What follows belongs to an exercise in optimizing a design on an open flow for small area; a production flow would make more cautious choices.
Function was checked by simulation only, so behaviour that the tests miss may differ from the original.
No activity file was given, so power comes from the tool's default toggle rates.

==> flow/design.v (excerpt) <==
module vga_shape_detector (
	input         clk,
	input         reset,
	input  [7:0]  mem_rdata,
	output [14:0] mem_raddr,
	output [7:0]  vga_color,
	output        vga_hsync_n,
	output        vga_vsync_n,
	output [2:0]  result
);
localparam BLUE = 8'b000_000_11;
wire [9:0]  x;
wire [12:0] yl;    
wire        x_end;
wire in_image = (x < 10'd176) && (yl < 13'd1584);
VGA_DRIVER driver (
	.CLOCK(clk),
	.RESET(reset),
	.PIXEL_COLOR_IN(in_image ? mem_rdata : BLUE),
	.PIXEL_X(x),
	.PIXEL_YL(yl),
	.ADDRESS(mem_raddr),
	.PIXEL_COLOR_OUT(vga_color),
	.H_SYNC_NEG(vga_hsync_n),
	.V_SYNC_NEG(vga_vsync_n),
	.X_END(x_end)
);
IMAGE_PROCESSOR proc (
	.CLK(clk),
	.RESET(reset),
	.PIXEL_IN(mem_rdata),
	.VGA_PIXEL_X(x),
	.VGA_PIXEL_YL(yl),
	.X_END(x_end),
	.VGA_VSYNC_NEG(vga_vsync_n),
	.RESULT(result)
);
endmodule
For scale: ~100 flip-flops, roughly 38 I/O pins.
clock: 40.0 ns
lec_check: 0
cap_margin: 20
core_margin: 2
core_utilization: 70
place_density: 0.8
slew_margin: 20
run.sh (not shown) runs the stock make flow with config.mk's settings and CLKGATE_MAP_FILE= SYNTH_SCRIPT=/design/flow/synth_recipe.tcl, a recipe that flattens the netlist after the stock synthesis.
The first run completed without violations.
Next try:
==> flow/flow/run.sh (new file) <==
#!/bin/bash
# Layout flow: the standard ORFS flow (standard.sh) with three changes:
#  - synthesis: ORFS's own synth.tcl, but without the Kogge-Stone carry
#    lookahead map and the full/half-adder extraction, and with an area-
#    oriented ABC script (flow/area.script). Registers are mapped exactly as
#    in the standard synthesis (same passes up to and including dfflibmap).
#  - port buffers: buf_1 on every input and output port.
#  - clock tree: no dummy loads.
# Each tool's output goes to a log file in the work folder.
set -euo pipefail
W=$(pwd)
F=$W/flow

# synthesis script: the standard flow's wrapper around ORFS's synth.tcl, pointed at a
# modified copy of synth.tcl
python3 - "$FLOW_HOME/scripts/synth.tcl" "$W/synth_recipe.tcl" "$F" "$W" <<'PY'
import sys
synth, bench, fdir, work = sys.argv[1:]
s = open(synth).read()
def sub(old, new):
    global s
    if old not in s:
        sys.exit("synth.tcl: pattern not found: " + old)
    s = s.replace(old, new, 1)
sub('source $::env(SCRIPTS_DIR)/synth_preamble.tcl\n',
    'source $::env(SCRIPTS_DIR)/synth_preamble.tcl\n'
    'set abc_args [list -script %s/area.script {*}$lib_args {*}$lib_dont_use_args'
    ' -constr $::env(OBJECTS_DIR)/abc.constr]\n' % fdir)
sub('"-extra-map $::env(FLOW_HOME)/platforms/common/lcu_kogge_stone.v"', '')
sub('[dont_use_adder_kinds] ne "none"', '[dont_use_adder_kinds] ne "none" && 0')
open(work + '/my_synth_core.tcl', 'w').write(s)
b = open(bench).read()
old = 'source $::env(SCRIPTS_DIR)/synth.tcl'
if old not in b:
    sys.exit("synth_recipe.tcl: pattern not found")
open(work + '/my_synth.tcl', 'w').write(b.replace(old, 'source ' + work + '/my_synth_core.tcl'))
PY

# The standard flow's layout command with the synthesis script swapped and the extra
# port-buffer and CTS arguments
CTS_ARGS="-sink_clustering_enable -repair_clock_nets -dont_use_dummy_load"
sed -e "s#SYNTH_SCRIPT=[^ ]*#SYNTH_SCRIPT=$W/my_synth.tcl 'BUFFER_PORTS_ARGS=-buffer_cell sky130_fd_sc_hd__buf_1' 'CTS_ARGS=$CTS_ARGS'#" \
    standard.sh > my_standard.sh
grep -q "my_synth.tcl" my_standard.sh

bash my_standard.sh synth > $W/synth.log 2>&1
bash my_standard.sh > $W/layout.log 2>&1
test -f $W/out/final.def
==> flow/flow/area.script (new file) <==
strash
balance
rewrite
refactor
balance
rewrite
rewrite -z
balance
refactor -z
rewrite -z
balance
balance
rewrite
refactor
balance
rewrite
rewrite -z
balance
refactor -z
rewrite -z
balance
dch -f
map -a
topo
==> flow/standard.sh (new file) <==
#!/bin/bash
# synth_recipe.tcl (not shown) runs the flow's synth.tcl, then flattens the netlist and writes it again
# the make line also repeats each setting of config.mk as NAME=value (left out here)
make -C /OpenROAD-flow-scripts/flow DESIGN_CONFIG=/design/flow/config.mk WORK_HOME=/design/flow/orfs CLKGATE_MAP_FILE= SYNTH_SCRIPT=/design/flow/synth_recipe.tcl "${@:-finish}"
removed: flow/run.sh
After rerunning: Worst setup slack improves by 710 ps; combinational power drops by about 30%; clock power shrinks by about 18%; hold slack stays flat; cell area falls by about 17%; wire length came out lower by about 12%; power goes down by 7.6%; clock skew increases by 31 ps; cell count goes up by 0.49%.
Next try:
--- a/flow/flow/run.sh
+++ b/flow/flow/run.sh
@@ -10,0 +11,2 @@
+# clock tree: buffer cells and sink clusters
+CTS_EXTRA=""
@@ -41 +43 @@
-CTS_ARGS="-sink_clustering_enable -repair_clock_nets -dont_use_dummy_load"
+CTS_ARGS="-sink_clustering_enable -repair_clock_nets -dont_use_dummy_load ${CTS_EXTRA:-}"
==> flow/flow/area.script (replaced) <==
strash
ifraig
scorr
dc2
strash
balance -l
resub -K 6 -l
rewrite -l
resub -K 6 -N 2 -l
refactor -l
resub -K 8 -l
balance -l
resub -K 8 -N 2 -l
rewrite -l
resub -K 10 -l
rewrite -z -l
resub -K 10 -N 2 -l
balance -l
resub -K 12 -l
refactor -z -l
resub -K 12 -N 2 -l
rewrite -z -l
balance -l
balance
rewrite
refactor
balance
rewrite
rewrite -z
balance
refactor -z
rewrite -z
balance
dch -f
amap
topo
=> Wire length decreases by 5.4%. Via count decreases by 5.3%. Sequential power is about the same. Worst hold slack got worse by 45 ps. Core utilization rises by 1.1 points. Synthesized area drops by 3.3%.

* * *

before:
Starting RTL as in the previous note.
export LEC_CHECK = 0
export CAP_MARGIN = 20
export CORE_MARGIN = 2
export CORE_UTILIZATION = 85
export PLACE_DENSITY = 0.92
export SLEW_MARGIN = 20
create_clock -name core_clock -period 40.0 [get_ports {clk}]
standard.sh (not shown) runs the stock make flow with config.mk's settings and CLKGATE_MAP_FILE= SYNTH_SCRIPT=/design/flow/synth_recipe.tcl, a recipe that flattens the netlist after the stock synthesis.
==> flow/flow/run.sh <==
#!/bin/bash
# Layout flow: the standard ORFS flow (standard.sh) with three changes:
#  - synthesis: ORFS's own synth.tcl, but without the Kogge-Stone carry
#    lookahead map and the full/half-adder extraction, and with an area-
#    oriented ABC script (flow/area.script). Registers are mapped exactly as
#    in the standard synthesis (same passes up to and including dfflibmap).
#  - port buffers: buf_1 on every input and output port.
#  - clock tree: no dummy loads.
# Each tool's output goes to a log file in the work folder.
set -euo pipefail
# clock tree: buffer cells and sink clusters
CTS_EXTRA=""
W=$(pwd)
F=$W/flow

# synthesis script: the standard flow's wrapper around ORFS's synth.tcl, pointed at a
# modified copy of synth.tcl
python3 - "$FLOW_HOME/scripts/synth.tcl" "$W/synth_recipe.tcl" "$F" "$W" <<'PY'
import sys
synth, bench, fdir, work = sys.argv[1:]
s = open(synth).read()
def sub(old, new):
    global s
    if old not in s:
        sys.exit("synth.tcl: pattern not found: " + old)
    s = s.replace(old, new, 1)
sub('source $::env(SCRIPTS_DIR)/synth_preamble.tcl\n',
    'source $::env(SCRIPTS_DIR)/synth_preamble.tcl\n'
    'set abc_args [list -script %s/area.script {*}$lib_args {*}$lib_dont_use_args'
    ' -constr $::env(OBJECTS_DIR)/abc.constr]\n' % fdir)
sub('"-extra-map $::env(FLOW_HOME)/platforms/common/lcu_kogge_stone.v"', '')
sub('[dont_use_adder_kinds] ne "none"', '[dont_use_adder_kinds] ne "none" && 0')
open(work + '/my_synth_core.tcl', 'w').write(s)
b = open(bench).read()
old = 'source $::env(SCRIPTS_DIR)/synth.tcl'
if old not in b:
    sys.exit("synth_recipe.tcl: pattern not found")
open(work + '/my_synth.tcl', 'w').write(b.replace(old, 'source ' + work + '/my_synth_core.tcl'))
PY

# The standard flow's layout command with the synthesis script swapped and the extra
# port-buffer and CTS arguments
CTS_ARGS="-sink_clustering_enable -repair_clock_nets -dont_use_dummy_load ${CTS_EXTRA:-}"
sed -e "s#SYNTH_SCRIPT=[^ ]*#SYNTH_SCRIPT=$W/my_synth.tcl 'BUFFER_PORTS_ARGS=-buffer_cell sky130_fd_sc_hd__buf_1' 'CTS_ARGS=$CTS_ARGS'#" \
    standard.sh > my_standard.sh
grep -q "my_synth.tcl" my_standard.sh

bash my_standard.sh synth > $W/synth.log 2>&1
bash my_standard.sh > $W/layout.log 2>&1
test -f $W/out/final.def
==> flow/flow/area.script <==
strash
balance
rewrite
refactor
balance
rewrite
rewrite -z
balance
refactor -z
rewrite -z
balance
balance
rewrite
refactor
balance
rewrite
rewrite -z
balance
refactor -z
rewrite -z
balance
dch -f
map -a
topo
before did not make it past global placement without I/O, where a tool error ended it.
#### Input delta (after over before)
- CORE_UTILIZATION now 40, was 85
- PLACE_DENSITY now 0.6, was 0.92
==> flow/run.sh (new file) <==
#!/bin/bash
# synth_recipe.tcl (not shown) runs the flow's synth.tcl, then flattens the netlist and writes it again
# the make line also repeats each setting of config.mk as NAME=value (left out here)
make -C /OpenROAD-flow-scripts/flow DESIGN_CONFIG=/design/flow/config.mk WORK_HOME=/design/flow/orfs CLKGATE_MAP_FILE= SYNTH_SCRIPT=/design/flow/synth_recipe.tcl finish
removed: flow/flow/run.sh
removed: flow/flow/area.script
removed: flow/standard.sh
- after finished every stage and its layout cleared the timing, DRC and antenna checks.
- Die span in x: after vs before up about 55%
- The number of placement rows number comes out higher for after vs before.
- Taking before as the reference point, the adder and majority gate portion of the synthesized area of after rises by 14 points.
- Compared to before, after has share of the synthesized area in compound gates (AO/OA/AOI/OAI) 9.5 points lower.

## port drivers added, routing unchanged
The results above use ideal ports. As a check the final layouts listed here were re-extracted and re-timed, cells and wires unchanged.
Step 1 assumes that a clkbuf_16 drives the clock port and a buf_2 every other input.
Step 2 times the ports against the registers' clock, not the clock port: input delays grow and output delays shrink by t, the midpoint of the rising clock arrivals with the driver on.
Three values: ideal, step 1, step 2; two values: the first two.
run	shift t [ns]	setup slack, ns	worst register clock-pin slew, ns
the first run of note 1	0.404	22.675 / 22.651 / 22.651	0.10 / 0.10
the second run of note 1	0.394	23.386 / 23.348 / 23.348	0.11 / 0.11
the third run of note 1	0.381	23.354 / 23.319 / 23.319	0.10 / 0.10
after	0.393	22.725 / 22.692 / 22.692	0.07 / 0.07
After both steps setup and hold are still met in every run listed. The setup slack of the second run of note 1, which loses most, moves by -0.038 ns with the drivers and by -0.038 ns with both steps.
